What follows belongs to an exercise in optimizing a design on an open flow for small area; a production flow would make more cautious choices. The RTL was checked by simulation tests, not by an equivalence proof against the original design. The clock cells of this run come from the design's own scripts or RTL, not from TritonCTS. The clock port is modelled as an ideal driver, which makes a skipped or thinned clock tree look cheaper than it is; a real chip needs a root buffer or a tree. No activity file was given, so power comes from the tool's default toggle rates.

$ cat flow/abc_1.script
strash
dch -f
map -a
topo
$ cat flow/abc_9.script
strash
&get -n
&dch -f
&nf -a -R 1000 -p -C 32
&put
mfs3 -ae -R 4 -K 8 -H 6
topo
$ cat flow/abc_4.script
strash
balance -l
resub -K 6 -l
rewrite -l
resub -K 6 -N 2 -l
refactor -l
resub -K 8 -l
balance -l
resub -K 8 -N 2 -l
rewrite -l
resub -K 10 -l
rewrite -z -l
resub -K 10 -N 2 -l
balance -l
resub -K 12 -l
refactor -z -l
resub -K 12 -N 2 -l
rewrite -z -l
balance -l
dch -f
map -a
topo
$ cat flow/abc_2.script
strash
&get -n
&dch -f
&nf -a -R 1000 -p -C 32
&put
topo
$ cat flow/run.sh
#!/bin/bash
# Layout flow: the standard flow (standard.sh) with these changes:
#  - synthesis is run once per ABC mapping script in flow/abc_*.script
#    (area-oriented scripts; adders are left to ABC: no ADDER_MAP_FILE),
#    and the run with the smallest cell area is kept.  Only the mapping of
#    the combinational logic differs between runs; the registers are the
#    standard synthesis's.
#  - port buffers are the smallest buffer cell (buf_1)
#  - the clock tree is a single buffer (buf_12) (flow/my_clkbuf.tcl) placed
#    at the centre of the registers, in place of clock_tree_synthesis; the
#    clock port drives only this buffer, and every register gets the clock
#    from it
# Each run's full output goes to a log file in this folder.
set -euo pipefail
W=$PWD
rm -rf "$W/scripts"
cp -r "$FLOW_HOME/scripts" "$W/scripts"
cp "$W/flow/my_clkbuf.tcl" "$W/scripts/my_clkbuf.tcl"
grep -q '^log_cmd clock_tree_synthesis {\*}$cts_args$' "$W/scripts/cts.tcl"
sed -i 's|^log_cmd clock_tree_synthesis {\*}$cts_args$|source $::env(SCRIPTS_DIR)/my_clkbuf.tcl\nbench_single_clock_buffer sky130_fd_sc_hd__buf_12|' "$W/scripts/cts.tcl"
grep -q '^my_single_clock_buffer' "$W/scripts/cts.tcl"
best=""
bestarea=""
for sc in "$W"/flow/abc_*.script; do
  n=$(basename "$sc" .script)
  cp "$sc" "$W/scripts/abc_speed.script"
  cp "$sc" "$W/scripts/abc_area.script"
  rm -rf "$W/orfs"
  if bash standard.sh synth SCRIPTS_DIR="$W/scripts" ADDER_MAP_FILE= > "$W/synth_$n.log" 2>&1; then
    a=$(grep -h "Chip area for module" "$W"/orfs/reports/*/*/*/synth_stat.txt | awk '{print $NF}')
    echo "$n $a" >> "$W/synth_areas.log"
    if [[ -z "$best" ]] || awk -v a="$a" -v b="$bestarea" 'BEGIN{exit !(a<b)}'; then
      best=$n; bestarea=$a
    fi
    rm -rf "$W/orfs_$n"; mv "$W/orfs" "$W/orfs_$n"
  fi
done
echo "best $best $bestarea" >> "$W/synth_areas.log"
rm -rf "$W/orfs"
mv "$W/orfs_$best" "$W/orfs"
cp "$W/flow/$best.script" "$W/scripts/abc_speed.script"
cp "$W/flow/$best.script" "$W/scripts/abc_area.script"
for d in "$W"/orfs_abc_*; do rm -rf "$d"; done
bash standard.sh finish SCRIPTS_DIR="$W/scripts" ADDER_MAP_FILE= \
  BUFFER_PORTS_ARGS="-buffer_cell sky130_fd_sc_hd__buf_1" > "$W/layout.log" 2>&1
$ cat constraint.sdc
create_clock -name core_clock -period 10.0 [get_ports {clk}]
set_input_delay 2.0000 -clock core_clock [delete_from_list [all_inputs] [get_ports {clk}]]
set_output_delay 2.0000 -clock core_clock [all_outputs]
set_load 0.01 [all_outputs]
$ cat standard.sh
#!/bin/bash
# synth_recipe.tcl (not shown) runs the flow's synth.tcl, then flattens the netlist and writes it again
# the make line also repeats each setting of config.mk as NAME=value (left out here)
make -C /OpenROAD-flow-scripts/flow DESIGN_CONFIG=/design/flow/config.mk WORK_HOME=/design/flow/orfs CLKGATE_MAP_FILE= SYNTH_SCRIPT=/design/flow/synth_recipe.tcl "${@:-finish}"
$ cat flow/abc_8.script
strash
dc2
&get -n
&dch -f
&nf -a -R 1000 -p
&put
mfs3 -ae -R 4
topo
$ cat flow/abc_11.script
strash
dch -f
map -a
mfs3 -ae -R 4
topo
$ cat flow/abc_6.script
strash
dch -f
amap -m
topo
$ cat config.mk
export PLATFORM = sky130hd
export DESIGN_NAME = report_tx
export DESIGN_NICKNAME = report_tx
export VERILOG_FILES = /design/flow/design.v
export SDC_FILE = /design/flow/constraint.sdc
export NUM_CORES = 8
export LEC_CHECK = 0
export CAP_MARGIN = 20
export CORE_MARGIN = 2
export CORE_UTILIZATION = 40
export GPL_TIMING_DRIVEN = 0
export SLEW_MARGIN = 20
$ cat flow/abc_5.script
strash
balance -l
resub -K 6 -l
rewrite -l
resub -K 6 -N 2 -l
refactor -l
resub -K 8 -l
balance -l
resub -K 8 -N 2 -l
rewrite -l
resub -K 10 -l
rewrite -z -l
resub -K 10 -N 2 -l
balance -l
resub -K 12 -l
refactor -z -l
resub -K 12 -N 2 -l
rewrite -z -l
balance -l
balance -l
resub -K 6 -l
rewrite -l
resub -K 6 -N 2 -l
refactor -l
resub -K 8 -l
balance -l
resub -K 8 -N 2 -l
rewrite -l
resub -K 10 -l
rewrite -z -l
resub -K 10 -N 2 -l
balance -l
resub -K 12 -l
refactor -z -l
resub -K 12 -N 2 -l
rewrite -z -l
balance -l
dch -f
map -a
topo
$ cat design.v
module report_tx_logic(input rst, input [55:0] frame, input send_frame, input send_nosig, input act_q, input [5:0] b_q, input [6:0] s_q, input [9:0] p_q, output act_d, output [5:0] b_d, output [6:0] s_d, output [9:0] p_d, output tx, output frame_done, output nosig_done);
  wire new_n111, new_n112, new_n113, new_n114, new_n115, new_n116, new_n117,
    new_n118, new_n119, new_n120, new_n121, new_n122, new_n123, new_n124,
    new_n125, new_n126, new_n128, new_n129, new_n130, new_n131, new_n132,
    new_n134, new_n135, new_n136, new_n137, new_n139, new_n140, new_n141,
    new_n142, new_n143, new_n144, new_n145, new_n146, new_n147, new_n148,
    new_n149, new_n150, new_n151, new_n152, new_n153, new_n154, new_n155,
    new_n157, new_n158, new_n159, new_n160, new_n162, new_n163, new_n164,
    new_n165, new_n167, new_n168, new_n169, new_n170, new_n172, new_n173,
    new_n174, new_n176, new_n177, new_n178, new_n179, new_n181, new_n182,
    new_n184, new_n185, new_n186, new_n187, new_n188, new_n189, new_n191,
    new_n192, new_n194, new_n195, new_n197, new_n198, new_n200, new_n201,
    new_n202, new_n203, new_n205, new_n207, new_n208, new_n210, new_n211,
    new_n212, new_n213, new_n214, new_n215, new_n216, new_n217, new_n218,
    new_n219, new_n221, new_n222, new_n224, new_n226, new_n227, new_n229,
    new_n231, new_n233, new_n235, new_n237, new_n239, new_n240, new_n241,
    new_n242, new_n243, new_n244, new_n245, new_n246, new_n247, new_n248,
    new_n249, new_n250, new_n251, new_n252, new_n253, new_n254, new_n255,
    new_n256, new_n257, new_n258, new_n259, new_n260, new_n261, new_n262,
    new_n263, new_n264, new_n265, new_n266, new_n267, new_n268, new_n269,
    new_n270, new_n271, new_n272, new_n273, new_n274, new_n275, new_n276,
    new_n277, new_n278, new_n279, new_n280, new_n281, new_n282, new_n283,
    new_n284, new_n285, new_n286, new_n287, new_n288, new_n289, new_n290,
    new_n291, new_n292, new_n293, new_n294, new_n295, new_n296, new_n297,
    new_n298, new_n299, new_n300, new_n301, new_n302, new_n303, new_n304,
    new_n305, new_n306, new_n307, new_n308, new_n309, new_n310, new_n311,
    new_n312, new_n313, new_n314, new_n315, new_n316, new_n317, new_n318,
    new_n319, new_n320, new_n321, new_n322, new_n323, new_n324, new_n325,
    new_n326, new_n327, new_n328, new_n329, new_n330, new_n331, new_n332,
    new_n333, new_n334, new_n335, new_n336, new_n337, new_n338, new_n339,
    new_n340, new_n341, new_n342, new_n343, new_n344, new_n345, new_n346,
    new_n347, new_n348, new_n349, new_n350, new_n351, new_n352, new_n353,
    new_n354, new_n355, new_n356, new_n357, new_n358, new_n359, new_n360,
    new_n361, new_n362, new_n363, new_n364, new_n365, new_n366, new_n367,
    new_n368, new_n369, new_n370, new_n371, new_n372, new_n373, new_n374,
    new_n375, new_n376, new_n377, new_n378, new_n379, new_n380, new_n381,
    new_n382, new_n383, new_n384, new_n385, new_n386, new_n387, new_n388,
    new_n389, new_n390, new_n391, new_n392, new_n393, new_n394, new_n395,
    new_n396, new_n397, new_n398, new_n399, new_n400, new_n401, new_n402,
    new_n403, new_n404, new_n405, new_n406, new_n407, new_n408, new_n409,
    new_n410, new_n411, new_n412, new_n413, new_n414, new_n415, new_n416,
    new_n417, new_n418, new_n419, new_n420, new_n421, new_n422, new_n423,
    new_n424, new_n425, new_n426, new_n427, new_n428, new_n429, new_n430,
    new_n431, new_n432, new_n433, new_n434, new_n435, new_n436, new_n437,
    new_n438, new_n439, new_n440, new_n441, new_n442, new_n443, new_n444,
    new_n445, new_n446, new_n447, new_n448, new_n449, new_n450, new_n451,
    new_n452, new_n453, new_n454, new_n455, new_n456, new_n457, new_n458,
    new_n459, new_n460, new_n461, new_n462, new_n463, new_n464, new_n465,
    new_n466, new_n467, new_n468, new_n469, new_n470, new_n471, new_n472,
    new_n473, new_n474, new_n475, new_n476, new_n477, new_n478, new_n479,
    new_n480, new_n481;
  assign new_n111 = ~b_q[0] & b_q[3];
  assign new_n112 = b_q[4] & b_q[5];
  assign new_n113 = b_q[2] & ~b_q[5];
  assign new_n114 = ~new_n112 & ~new_n113;
  assign new_n115 = ~new_n111 & ~new_n114;
  assign new_n116 = ~b_q[2] & ~b_q[3];
  assign new_n117 = b_q[1] & ~b_q[2];
  assign new_n118 = b_q[3] & ~new_n117;
  assign new_n119 = ~new_n116 & ~new_n118;
  assign new_n120 = ~b_q[5] & ~new_n116;
  assign new_n121 = ~b_q[0] & ~new_n120;
  assign new_n122 = ~new_n119 & new_n121;
  assign new_n123 = ~new_n115 & new_n122;
  assign new_n124 = ~b_q[1] & b_q[2];
  assign new_n125 = act_q & b_q[4];
  assign new_n126 = new_n124 & new_n125;
  assign nosig_done = new_n123 & new_n126;
  assign new_n128 = b_q[0] & new_n116;
  assign new_n129 = ~b_q[5] & new_n128;
  assign new_n130 = ~b_q[1] & b_q[4];
  assign new_n131 = act_q & p_q[1];
  assign new_n132 = new_n130 & new_n131;
  assign frame_done = new_n129 & new_n132;
  assign new_n134 = ~send_frame & ~act_q;
  assign new_n135 = ~send_nosig & new_n134;
  assign new_n136 = ~rst & ~new_n135;
  assign new_n137 = ~frame_done & new_n136;
  assign act_d = ~nosig_done & new_n137;
  assign new_n139 = ~p_q[4] & ~p_q[5];
  assign new_n140 = ~p_q[7] & ~p_q[8];
  assign new_n141 = new_n139 & new_n140;
  assign new_n142 = ~p_q[6] & ~p_q[9];
  assign new_n143 = ~p_q[0] & ~p_q[1];
  assign new_n144 = ~p_q[2] & ~p_q[3];
  assign new_n145 = new_n143 & new_n144;
  assign new_n146 = new_n142 & new_n145;
  assign new_n147 = new_n141 & new_n146;
  assign new_n148 = s_q[0] & new_n147;
  assign new_n149 = s_q[1] & new_n148;
  assign new_n150 = s_q[2] & new_n149;
  assign new_n151 = s_q[3] & new_n150;
  assign new_n152 = ~s_q[6] & new_n151;
  assign new_n153 = b_q[0] & ~new_n152;
  assign new_n154 = ~b_q[0] & new_n152;
  assign new_n155 = ~new_n153 & ~new_n154;
  assign b_d[0] = act_q & ~new_n155;
  assign new_n157 = b_q[1] & ~new_n154;
  assign new_n158 = ~b_q[1] & new_n154;
  assign new_n159 = act_q & ~new_n158;
  assign new_n160 = ~new_n157 & new_n159;
  assign b_d[1] = ~new_n134 & ~new_n160;
  assign new_n162 = b_q[2] & ~new_n158;
  assign new_n163 = ~b_q[1] & ~b_q[2];
  assign new_n164 = new_n154 & new_n163;
  assign new_n165 = ~new_n162 & ~new_n164;
  assign b_d[2] = act_q & ~new_n165;
  assign new_n167 = new_n116 & new_n158;
  assign new_n168 = b_q[3] & ~new_n164;
  assign new_n169 = act_q & ~new_n168;
  assign new_n170 = ~new_n167 & new_n169;
  assign b_d[3] = ~new_n134 & ~new_n170;
  assign new_n172 = b_q[4] & ~new_n167;
  assign new_n173 = ~b_q[4] & new_n167;
  assign new_n174 = act_q & ~new_n173;
  assign b_d[4] = new_n172 | ~new_n174;
  assign new_n176 = b_q[5] & ~new_n173;
  assign new_n177 = ~b_q[5] & new_n173;
  assign new_n178 = act_q & ~new_n177;
  assign new_n179 = ~new_n176 & new_n178;
  assign b_d[5] = ~new_n134 & ~new_n179;
  assign new_n181 = ~s_q[0] & ~new_n147;
  assign new_n182 = act_q & ~new_n148;
  assign s_d[0] = ~new_n181 & new_n182;
  assign new_n184 = s_q[4] & new_n151;
  assign new_n185 = s_q[5] & new_n184;
  assign new_n186 = s_q[6] & new_n185;
  assign new_n187 = act_q & ~new_n186;
  assign new_n188 = ~s_q[1] & ~new_n148;
  assign new_n189 = ~new_n149 & ~new_n188;
  assign s_d[1] = ~new_n187 | new_n189;
  assign new_n191 = ~s_q[2] & ~new_n149;
  assign new_n192 = ~new_n150 & ~new_n191;
  assign s_d[2] = ~new_n187 | new_n192;
  assign new_n194 = ~s_q[3] & ~new_n150;
  assign new_n195 = act_q & ~new_n151;
  assign s_d[3] = ~new_n194 & new_n195;
  assign new_n197 = ~s_q[4] & ~new_n151;
  assign new_n198 = ~new_n184 & ~new_n197;
  assign s_d[4] = ~new_n187 | new_n198;
  assign new_n200 = act_q & ~s_q[6];
  assign new_n201 = new_n185 & new_n200;
  assign new_n202 = act_q & ~s_q[5];
  assign new_n203 = ~new_n184 & new_n202;
  assign s_d[5] = ~new_n201 & ~new_n203;
  assign new_n205 = ~s_q[6] & ~new_n185;
  assign s_d[6] = new_n187 & ~new_n205;
  assign new_n207 = p_q[6] & p_q[9];
  assign new_n208 = ~new_n142 & ~new_n207;
  assign p_d[0] = act_q & ~new_n208;
  assign new_n210 = ~s_q[6] & new_n147;
  assign new_n211 = ~new_n151 & new_n210;
  assign new_n212 = ~new_n186 & ~new_n211;
  assign new_n213 = ~p_q[0] & new_n212;
  assign new_n214 = ~s_q[0] & ~s_q[3];
  assign new_n215 = new_n211 & ~new_n214;
  assign new_n216 = ~s_q[0] & s_q[1];
  assign new_n217 = s_q[2] & new_n216;
  assign new_n218 = new_n215 & new_n217;
  assign new_n219 = act_q & ~new_n218;
  assign p_d[1] = ~new_n213 & new_n219;
  assign new_n221 = ~new_n212 & ~new_n215;
  assign new_n222 = ~p_q[1] & ~new_n221;
  assign p_d[2] = act_q & ~new_n222;
  assign new_n224 = ~p_q[2] & ~new_n218;
  assign p_d[3] = act_q & ~new_n224;
  assign new_n226 = ~p_q[3] & ~new_n215;
  assign new_n227 = ~new_n186 & new_n226;
  assign p_d[4] = act_q & ~new_n227;
  assign new_n229 = ~p_q[4] & ~new_n211;
  assign p_d[5] = act_q & ~new_n229;
  assign new_n231 = ~p_q[5] & ~new_n211;
  assign p_d[6] = act_q & ~new_n231;
  assign new_n233 = ~p_q[6] & ~new_n211;
  assign p_d[7] = act_q & ~new_n233;
  assign new_n235 = ~p_q[7] & ~new_n211;
  assign p_d[8] = act_q & ~new_n235;
  assign new_n237 = act_q & ~p_q[8];
  assign p_d[9] = new_n211 | ~new_n237;
  assign new_n239 = ~frame[2] & s_q[1];
  assign new_n240 = ~frame[1] & s_q[0];
  assign new_n241 = ~new_n239 & ~new_n240;
  assign new_n242 = new_n163 & ~new_n241;
  assign new_n243 = ~s_q[0] & ~s_q[1];
  assign new_n244 = frame[16] & new_n117;
  assign new_n245 = b_q[1] & b_q[2];
  assign new_n246 = frame[40] & new_n245;
  assign new_n247 = frame[0] & new_n163;
  assign new_n248 = ~new_n246 & ~new_n247;
  assign new_n249 = ~new_n244 & new_n248;
  assign new_n250 = new_n243 & ~new_n249;
  assign new_n251 = ~frame[41] & new_n245;
  assign new_n252 = s_q[0] & ~s_q[1];
  assign new_n253 = ~frame[17] & new_n117;
  assign new_n254 = new_n252 & ~new_n253;
  assign new_n255 = ~new_n251 & new_n254;
  assign new_n256 = ~frame[42] & new_n245;
  assign new_n257 = ~frame[18] & new_n117;
  assign new_n258 = new_n216 & ~new_n257;
  assign new_n259 = ~new_n256 & new_n258;
  assign new_n260 = ~new_n255 & ~new_n259;
  assign new_n261 = ~new_n250 & new_n260;
  assign new_n262 = ~new_n242 & ~new_n261;
  assign new_n263 = s_q[0] & s_q[1];
  assign new_n264 = ~frame[19] & new_n117;
  assign new_n265 = new_n263 & ~new_n264;
  assign new_n266 = ~frame[43] & new_n245;
  assign new_n267 = ~frame[3] & new_n163;
  assign new_n268 = ~new_n266 & ~new_n267;
  assign new_n269 = new_n265 & new_n268;
  assign new_n270 = b_q[0] & ~new_n269;
  assign new_n271 = ~new_n262 & new_n270;
  assign new_n272 = frame[51] & new_n163;
  assign new_n273 = new_n263 & ~new_n272;
  assign new_n274 = frame[27] & new_n124;
  assign new_n275 = frame[11] & new_n117;
  assign new_n276 = frame[35] & new_n245;
  assign new_n277 = ~new_n275 & ~new_n276;
  assign new_n278 = ~new_n274 & new_n277;
  assign new_n279 = new_n273 & new_n278;
  assign new_n280 = frame[33] & new_n245;
  assign new_n281 = new_n252 & ~new_n280;
  assign new_n282 = frame[9] & new_n117;
  assign new_n283 = frame[49] & new_n163;
  assign new_n284 = frame[25] & new_n124;
  assign new_n285 = ~new_n283 & ~new_n284;
  assign new_n286 = ~new_n282 & new_n285;
  assign new_n287 = new_n281 & new_n286;
  assign new_n288 = ~new_n279 & ~new_n287;
  assign new_n289 = frame[8] & new_n117;
  assign new_n290 = new_n243 & ~new_n289;
  assign new_n291 = frame[32] & new_n245;
  assign new_n292 = frame[24] & new_n124;
  assign new_n293 = frame[48] & new_n163;
  assign new_n294 = ~new_n292 & ~new_n293;
  assign new_n295 = ~new_n291 & new_n294;
  assign new_n296 = new_n290 & new_n295;
  assign new_n297 = frame[10] & new_n117;
  assign new_n298 = new_n216 & ~new_n297;
  assign new_n299 = frame[34] & new_n245;
  assign new_n300 = frame[26] & new_n124;
  assign new_n301 = frame[50] & new_n163;
  assign new_n302 = ~new_n300 & ~new_n301;
  assign new_n303 = ~new_n299 & new_n302;
  assign new_n304 = new_n298 & new_n303;
  assign new_n305 = ~new_n296 & ~new_n304;
  assign new_n306 = new_n288 & new_n305;
  assign new_n307 = ~b_q[0] & ~new_n306;
  assign new_n308 = ~s_q[2] & ~new_n307;
  assign new_n309 = ~new_n271 & new_n308;
  assign new_n310 = ~frame[5] & new_n163;
  assign new_n311 = ~frame[21] & new_n117;
  assign new_n312 = ~frame[45] & new_n245;
  assign new_n313 = ~new_n311 & ~new_n312;
  assign new_n314 = ~new_n310 & new_n313;
  assign new_n315 = new_n252 & ~new_n314;
  assign new_n316 = frame[23] & new_n117;
  assign new_n317 = new_n263 & ~new_n316;
  assign new_n318 = frame[47] & new_n245;
  assign new_n319 = frame[7] & new_n163;
  assign new_n320 = ~new_n318 & ~new_n319;
  assign new_n321 = new_n317 & new_n320;
  assign new_n322 = b_q[0] & ~new_n321;
  assign new_n323 = frame[4] & new_n163;
  assign new_n324 = new_n243 & ~new_n323;
  assign new_n325 = frame[20] & new_n117;
  assign new_n326 = frame[44] & new_n245;
  assign new_n327 = ~new_n325 & ~new_n326;
  assign new_n328 = new_n324 & new_n327;
  assign new_n329 = frame[6] & new_n163;
  assign new_n330 = new_n216 & ~new_n329;
  assign new_n331 = frame[46] & new_n245;
  assign new_n332 = frame[22] & new_n117;
  assign new_n333 = ~new_n331 & ~new_n332;
  assign new_n334 = new_n330 & new_n333;
  assign new_n335 = ~new_n328 & ~new_n334;
  assign new_n336 = new_n322 & new_n335;
  assign new_n337 = ~new_n315 & new_n336;
  assign new_n338 = frame[15] & new_n117;
  assign new_n339 = new_n263 & ~new_n338;
  assign new_n340 = frame[39] & new_n245;
  assign new_n341 = frame[31] & new_n124;
  assign new_n342 = frame[55] & new_n163;
  assign new_n343 = ~new_n341 & ~new_n342;
  assign new_n344 = ~new_n340 & new_n343;
  assign new_n345 = new_n339 & new_n344;
  assign new_n346 = ~b_q[0] & ~new_n345;
  assign new_n347 = frame[13] & new_n117;
  assign new_n348 = new_n252 & ~new_n347;
  assign new_n349 = frame[37] & new_n245;
  assign new_n350 = frame[29] & new_n124;
  assign new_n351 = frame[53] & new_n163;
  assign new_n352 = ~new_n350 & ~new_n351;
  assign new_n353 = ~new_n349 & new_n352;
  assign new_n354 = new_n348 & new_n353;
  assign new_n355 = frame[30] & new_n124;
  assign new_n356 = new_n216 & ~new_n355;
  assign new_n357 = frame[38] & new_n245;
  assign new_n358 = frame[14] & new_n117;
  assign new_n359 = frame[54] & new_n163;
  assign new_n360 = ~new_n358 & ~new_n359;
  assign new_n361 = ~new_n357 & new_n360;
  assign new_n362 = new_n356 & new_n361;
  assign new_n363 = frame[36] & new_n245;
  assign new_n364 = new_n243 & ~new_n363;
  assign new_n365 = frame[52] & new_n163;
  assign new_n366 = frame[12] & new_n117;
  assign new_n367 = frame[28] & new_n124;
  assign new_n368 = ~new_n366 & ~new_n367;
  assign new_n369 = ~new_n365 & new_n368;
  assign new_n370 = new_n364 & new_n369;
  assign new_n371 = ~new_n362 & ~new_n370;
  assign new_n372 = ~new_n354 & new_n371;
  assign new_n373 = new_n346 & new_n372;
  assign new_n374 = ~new_n337 & ~new_n373;
  assign new_n375 = s_q[2] & ~new_n374;
  assign new_n376 = ~b_q[1] & ~b_q[4];
  assign new_n377 = b_q[5] & new_n376;
  assign new_n378 = ~b_q[0] & b_q[5];
  assign new_n379 = ~b_q[3] & new_n378;
  assign new_n380 = ~b_q[2] & new_n379;
  assign new_n381 = new_n377 & new_n380;
  assign new_n382 = b_q[0] & b_q[3];
  assign new_n383 = b_q[5] & ~new_n382;
  assign new_n384 = b_q[4] & ~b_q[5];
  assign new_n385 = ~new_n113 & ~new_n384;
  assign new_n386 = ~b_q[0] & ~new_n385;
  assign new_n387 = ~new_n383 & ~new_n386;
  assign new_n388 = new_n163 & ~new_n387;
  assign new_n389 = b_q[3] & new_n384;
  assign new_n390 = ~new_n388 & new_n389;
  assign new_n391 = ~new_n381 & ~new_n390;
  assign new_n392 = ~new_n375 & ~new_n391;
  assign new_n393 = ~new_n309 & new_n392;
  assign new_n394 = ~b_q[4] & ~new_n113;
  assign new_n395 = ~new_n382 & new_n394;
  assign new_n396 = b_q[1] & ~new_n115;
  assign new_n397 = ~new_n395 & new_n396;
  assign new_n398 = s_q[1] & ~new_n397;
  assign new_n399 = b_q[0] & ~b_q[3];
  assign new_n400 = b_q[1] & ~new_n383;
  assign new_n401 = new_n399 & new_n400;
  assign new_n402 = new_n252 & ~new_n379;
  assign new_n403 = ~new_n401 & new_n402;
  assign new_n404 = ~new_n388 & new_n403;
  assign new_n405 = ~new_n398 & ~new_n404;
  assign new_n406 = new_n377 & new_n399;
  assign new_n407 = ~s_q[0] & ~new_n406;
  assign new_n408 = b_q[2] & ~b_q[4];
  assign new_n409 = new_n111 & new_n408;
  assign new_n410 = ~new_n378 & ~new_n409;
  assign new_n411 = b_q[5] & new_n408;
  assign new_n412 = ~new_n410 & ~new_n411;
  assign new_n413 = new_n407 & ~new_n412;
  assign new_n414 = ~new_n130 & new_n382;
  assign new_n415 = ~b_q[2] & b_q[5];
  assign new_n416 = b_q[1] & ~b_q[4];
  assign new_n417 = ~new_n415 & ~new_n416;
  assign new_n418 = new_n414 & new_n417;
  assign new_n419 = ~new_n380 & ~new_n418;
  assign new_n420 = ~new_n413 & new_n419;
  assign new_n421 = ~new_n405 & new_n420;
  assign new_n422 = ~new_n128 & new_n130;
  assign new_n423 = ~new_n120 & new_n422;
  assign new_n424 = b_q[2] & b_q[4];
  assign new_n425 = ~b_q[5] & ~new_n424;
  assign new_n426 = new_n400 & ~new_n425;
  assign new_n427 = ~new_n129 & ~new_n426;
  assign new_n428 = ~new_n423 & new_n427;
  assign new_n429 = new_n216 & ~new_n428;
  assign new_n430 = ~b_q[4] & new_n245;
  assign new_n431 = ~b_q[1] & b_q[5];
  assign new_n432 = ~new_n430 & ~new_n431;
  assign new_n433 = ~b_q[5] & ~new_n128;
  assign new_n434 = ~b_q[4] & ~new_n433;
  assign new_n435 = ~s_q[0] & ~new_n434;
  assign new_n436 = new_n432 & ~new_n435;
  assign new_n437 = new_n112 & new_n399;
  assign new_n438 = ~s_q[1] & ~new_n111;
  assign new_n439 = ~new_n437 & new_n438;
  assign new_n440 = ~new_n386 & new_n439;
  assign new_n441 = ~s_q[0] & ~new_n399;
  assign new_n442 = new_n430 & new_n441;
  assign new_n443 = new_n118 & new_n415;
  assign new_n444 = ~new_n442 & ~new_n443;
  assign new_n445 = new_n440 & new_n444;
  assign new_n446 = ~new_n436 & new_n445;
  assign new_n447 = ~b_q[0] & ~s_q[0];
  assign new_n448 = b_q[1] & b_q[4];
  assign new_n449 = new_n447 & ~new_n448;
  assign new_n450 = ~b_q[3] & ~b_q[5];
  assign new_n451 = ~new_n163 & ~new_n408;
  assign new_n452 = ~new_n450 & new_n451;
  assign new_n453 = new_n449 & new_n452;
  assign new_n454 = ~s_q[2] & ~new_n453;
  assign new_n455 = ~new_n446 & new_n454;
  assign new_n456 = ~new_n429 & new_n455;
  assign new_n457 = ~new_n421 & new_n456;
  assign new_n458 = new_n399 & new_n408;
  assign new_n459 = new_n432 & new_n458;
  assign new_n460 = b_q[5] & new_n245;
  assign new_n461 = ~new_n442 & new_n460;
  assign new_n462 = ~new_n447 & new_n448;
  assign new_n463 = new_n243 & ~new_n462;
  assign new_n464 = ~new_n461 & new_n463;
  assign new_n465 = ~new_n459 & new_n464;
  assign new_n466 = ~new_n123 & new_n465;
  assign new_n467 = new_n407 & ~new_n453;
  assign new_n468 = s_q[1] & ~new_n467;
  assign new_n469 = ~new_n424 & ~new_n462;
  assign new_n470 = b_q[3] & ~new_n469;
  assign new_n471 = new_n116 & new_n384;
  assign new_n472 = ~new_n449 & new_n471;
  assign new_n473 = s_q[2] & ~new_n472;
  assign new_n474 = ~new_n470 & new_n473;
  assign new_n475 = ~new_n468 & new_n474;
  assign new_n476 = ~new_n466 & new_n475;
  assign new_n477 = new_n391 & ~new_n476;
  assign new_n478 = ~new_n457 & new_n477;
  assign new_n479 = s_q[3] & ~new_n478;
  assign new_n480 = ~new_n393 & new_n479;
  assign new_n481 = new_n200 & ~new_n214;
  assign tx = new_n480 | ~new_n481;
endmodule
module report_tx(
	input clk,
	input rst,
	input [55:0] frame,
	input send_frame,
	input send_nosig,
	output tx,
	output frame_done,
	output nosig_done
    );
	reg act_q;
	reg [5:0] b_q;
	reg [6:0] s_q;
	reg [9:0] p_q;
	wire act_d;
	wire [5:0] b_d;
	wire [6:0] s_d;
	wire [9:0] p_d;
	report_tx_logic L(.rst(rst), .frame(frame), .send_frame(send_frame),
		.send_nosig(send_nosig), .act_q(act_q), .b_q(b_q), .s_q(s_q), .p_q(p_q),
		.act_d(act_d), .b_d(b_d), .s_d(s_d), .p_d(p_d),
		.tx(tx), .frame_done(frame_done), .nosig_done(nosig_done));
	always @(posedge clk) begin
		act_q <= act_d;
		b_q <= b_d;
		s_q <= s_d;
		p_q <= p_d;
	end
endmodule
$ cat flow/my_clkbuf.tcl
# Single clock buffer instead of a clock tree: the design has few registers,
# so one buffer drives all of them (the clock port drives only this buffer).
proc my_single_clock_buffer { cell } {
  set block [ord::get_db_block]
  set net [$block findNet clk]
  set sx 0; set sy 0; set n 0
  foreach iterm [$net getITerms] {
    set loc [[$iterm getInst] getLocation]
    set sx [expr {$sx + [lindex $loc 0]}]
    set sy [expr {$sy + [lindex $loc 1]}]
    incr n
  }
  set dbu [$block getDbUnitsPerMicron]
  set x [expr {double($sx) / $n / $dbu}]
  set y [expr {double($sy) / $n / $dbu}]
  set r [insert_buffer -buffer_cell $cell -net clk -location [list $x $y] \
    -buffer_name clkbuf_root -net_name clk_root]
  set buf [sta::sta_to_db_inst $r]
  if { $buf == "NULL" } { error "clock buffer not inserted" }
  [[$buf findITerm X] getNet] setSigType CLOCK
  $net setSigType CLOCK
}
$ cat flow/abc_3.script
strash
dc2
&get -n
&dch -f
&nf -a -R 1000 -p
&put
topo
$ cat flow/abc_10.script
strash
&get -n
&dch -f
&nf -a -R 1000 -p -C 32
&put
mfs3 -ae
topo
$ cat flow/abc_7.script
strash
&get -n
&dch -f
&nf -a -R 1000 -p -C 32
&put
mfs3 -ae -R 4
topo
==> run summary <==
==> power groups by stage <==
| stage | Sequential [mW] | Clock (mW) | Combinational [mW] |
|---|---|---|---|
| detailed placement | 0.146 | 0 | 0.135 |
| floorplan | 0.138 | 0 | 0.103 |
| finish | 0.144 | 0.0398 | 0.136 |
| global route | 0.148 | 0.0443 | 0.156 |
| global placement | 0.146 | 0 | 0.135 |
| CTS | 0.146 | 0.0307 | 0.136 |
==> cell usage after synthesis (4+ instances only) <==
master    number  area share
nand2_1       28       0.065
dfxtp_1       24        0.30
a21oi_1       23       0.072
nor2_1        18       0.042
o21ai_0       18       0.056
nor3_1        12       0.037
nand3_1       11       0.034
clkinv_1       9       0.021
a222oi_1       8       0.050
o21a_1         7       0.033
a31oi_1        6       0.023
and2_0         5       0.019
a22oi_1        4       0.019
and3_1         4       0.016
nand4_1        4       0.016
nor4_1         4       0.016
==> logic make-up (layout without fill, tap and decap cells) <==
family,after synthesis,count (layout)
AOI/OAI and AO/OA,91,91
xor gates and xnor gates,3,3
buffers and inverters,9,72
DFF,24,24
and+or+nand+nor,96,96
==> routing by layer <==
metal,vias to the layer above,global-route usage,part of all wire
met4,0,0.0383,0.0027
li1,1005,-,-
met1,898,0.317,0.47
met2,51,0.381,0.48
met5,-,0,0
met3,2,0.0117,0.040
==> final cells by class, without the clock buffers <==
| cell class | count | area, µm² |
|---|---|---|
| Fill cell | 415 | 2020 |
| Inverter | 9 | 33.8 |
| Multi-Input combinational cell | 190 | 1100 |
| Sequential cell | 24 | 480 |
| Tap cell | 50 | 62.6 |
| Timing Repair Buffer | 62 | 233 |
==> worst paths after layout <==
check	start	to	slack, ns	cells after the start
max	b_q[1]	tx	4.37	12
min	p_q[8]	p_q[9]	0.45	2
max reg2reg	b_q[1]	act_q	7.00	8
min reg2reg	p_q[8]	p_q[9]	0.45	2
==> worst max-delay path, delay by kind of cell, from the launching register on <==
family                 cells  cell delay, ns
AO/OA/AOI/OAI              5            0.85
buffers and inverters      2            0.52
flip-flops                 1            0.57
AND/OR/NAND/NOR            5            1.56
==> sequential cells by signal, summed over array words and instances (netlist names) <==
signal  cells
b_q         6
p_q        10
act_q       1
s_q         7
==> metrics by stage <==
step / util / instances / cell area [µm²] / hold WS (ns) / worst slack [ns]
2_1_floorplan: - / 223 / 1610 / 0.413 / 4.96
3_3_place_gp: 0.483 / 335 / 1900 / 0.432 / 4.52
3_5_place_dp: 0.483 / 335 / 1900 / 0.430 / 4.51
4_1_cts: 0.488 / 336 / 1920 / 0.430 / 4.52
5_1_grt: 0.488 / 336 / 1930 / 0.483 / 3.96
6_report: 0.488 / 336 / 1930 / 0.450 / 4.37
==> results by group <==
Clock tree
  • Clock latency (worst-skew pair): 0.13 ns
  • Post-CTS Repair Setup Buffers: 0
  • CTS resizes: 0
  • Post-CTS Hold Buffers: 0
  • Clk slew on worst S/H paths: 0.09 ns

Pwr
  • Internal cell power: 0.194 mW
  • Sw frac: 0.396
  • Logic gate share of total power: 0.426
  • Tot Pwr: 0.320 mW
  • Clk network pwr share: 0.124
  • Max VDD drop: 0.102 mV
  • Seq pwr share: 0.450
  • PwrDens: 166 nW/µm²
  • Sw power: 0.127 mW
  • Lkg Pwr: 0.634 nW

Die
  • Starting Density: 0.408
  • Die X: 67.4 µm
  • Die area: 4540 µm²
  • I/O pins: 63
  • Core area: 3940 µm²
  • Die height: 67.4 µm
  • Rows: 23

STA
  • Maximum clock frequency: 0.178 GHz
  • Setup Skew: 0.00146 ns
  • Slew headroom: 0.334
  • Final Hold Vio Count: 0
  • Pins over their slew limit: 0
  • RSZ-0062 raised after global routing: no
  • Worst slew pin tran: 0.991 ns
  • Tmin final: 5.63 ns
  • Final Cycle Share: 0.563
  • Setup violations, final: 0
  • Setup TNS: 0 ns

Synth
  • Post-synthesis adder-cell area fraction: 0
  • Post-Synth XOR/XNOR Area: 0.0163
  • Async S/R FF share, synth: 0
  • Post-Synthesis Cells: 223
  • Mux contribution to synthesized area: 0
  • Simple logic cell fraction of the synthesized area: 0.287
  • Synthesized Nets: 283
  • Largest family of logic cells by synthesized area: compound AO/OA/AOI/OAI gates
  • Yosys cell types: 40
  • Synth Flop Type: dfxtp_1
  • EDFF count, synth: 0
  • FF+latch count, synth: 24
  • Ys Warns: 1
  • Mapped cell area: 1610 µm²
  • Syn Area/Cell: 7.21 µm²
  • Synth Area in Compound Gates: 0.377
  • Seq/Total Area, Yosys: 0.299

Critical path
  • Critical path arrival: 3.63 ns
  • Slowest stage delay, CP: 0.80 ns
  • Kind of critical path: reg2out
  • CP Max Fanout: 14
  • Required time worst endpoint: 8.00 ns
  • Worst path slowest cell: nor2_1
  • Critical path cell sequence: clkinv_1, nor2_1, nor3_1, a222oi_1, nand2_1, nand4_1, a21oi_1, nor3_1, a31oi_1, o211ai_1, o211ai_1, buf_1
  • Startpoint types: register
  • CP Capture Type: primary output

Global route
  • Largest net degree at the start of global routing: 25
  • Vias in the first global route: 1827
  • Initial antenna violation count: 0
  • All-Layer GR Usage: 0.224
  • Total gr overflow: 0
  • First-pass GRT wire length: 8200 µm

Drt
  • Vias per cell: 5.82
  • Vias post-DR: 1956
  • Antenna viol nets, final: 0
  • Detailed Routing Iterations Pass 1: 5
  • Drc violations: 0
  • DRT iter0 DRCs: 211
  • Wirelength per Cell: 14.4 µm
  • Routed wire length: 4830 µm

Cells and area
  • Share of cells above drive strength 1: 0.00699
  • Commonest non-fill, non-tap cell in the layout: buf_1
  • Number of diodes: 0
  • Commonest cells after routing, fill and taps aside: buf_1 (62), nand2_1 (28), dfxtp_1 (24)
  • Synth-to-Final Area Change: 19.8%
  • Total Nets Final: 348

Placed design
  • Dpl hpwl: 3580 µm
  • I/O Buffers: 62
  • Final Wtd Congestion: 0.868

Worst hold path
  • Worst min-delay path class: reg2reg

Run
  • Max cap viols: 0

Outcome
  • Outcome: complete, no violations

-- port drivers added, routing unchanged --
How much do the figures lean on ideal ports? The routed layout below was timed once more, with nothing changed but the port constraints.
Step 1: set_driving_cell puts a clkbuf_16 on clk and a buf_2 on each other input, an assumption about the parent block.
Step 2 times the ports against the registers' clock, not the clock port: input delays grow and output delays shrink by t, the midpoint of the rising clock arrivals with the driver on.
Three values: no drivers, after step 1, after step 2; two values: the first two.
t, ns: 0.155
slack for setup (ns): 4.367 / 4.338 / 4.493
hold WS [ns]: 0.450 / 0.450 / 0.450
worst setup path at the end: register to output
latest minus earliest clock arrival (ns): 0.001 / 0.001
After both steps this run still meets setup and hold. For this run, drivers alone change the setup slack by -0.029 ns; drivers and shift together by +0.126 ns.
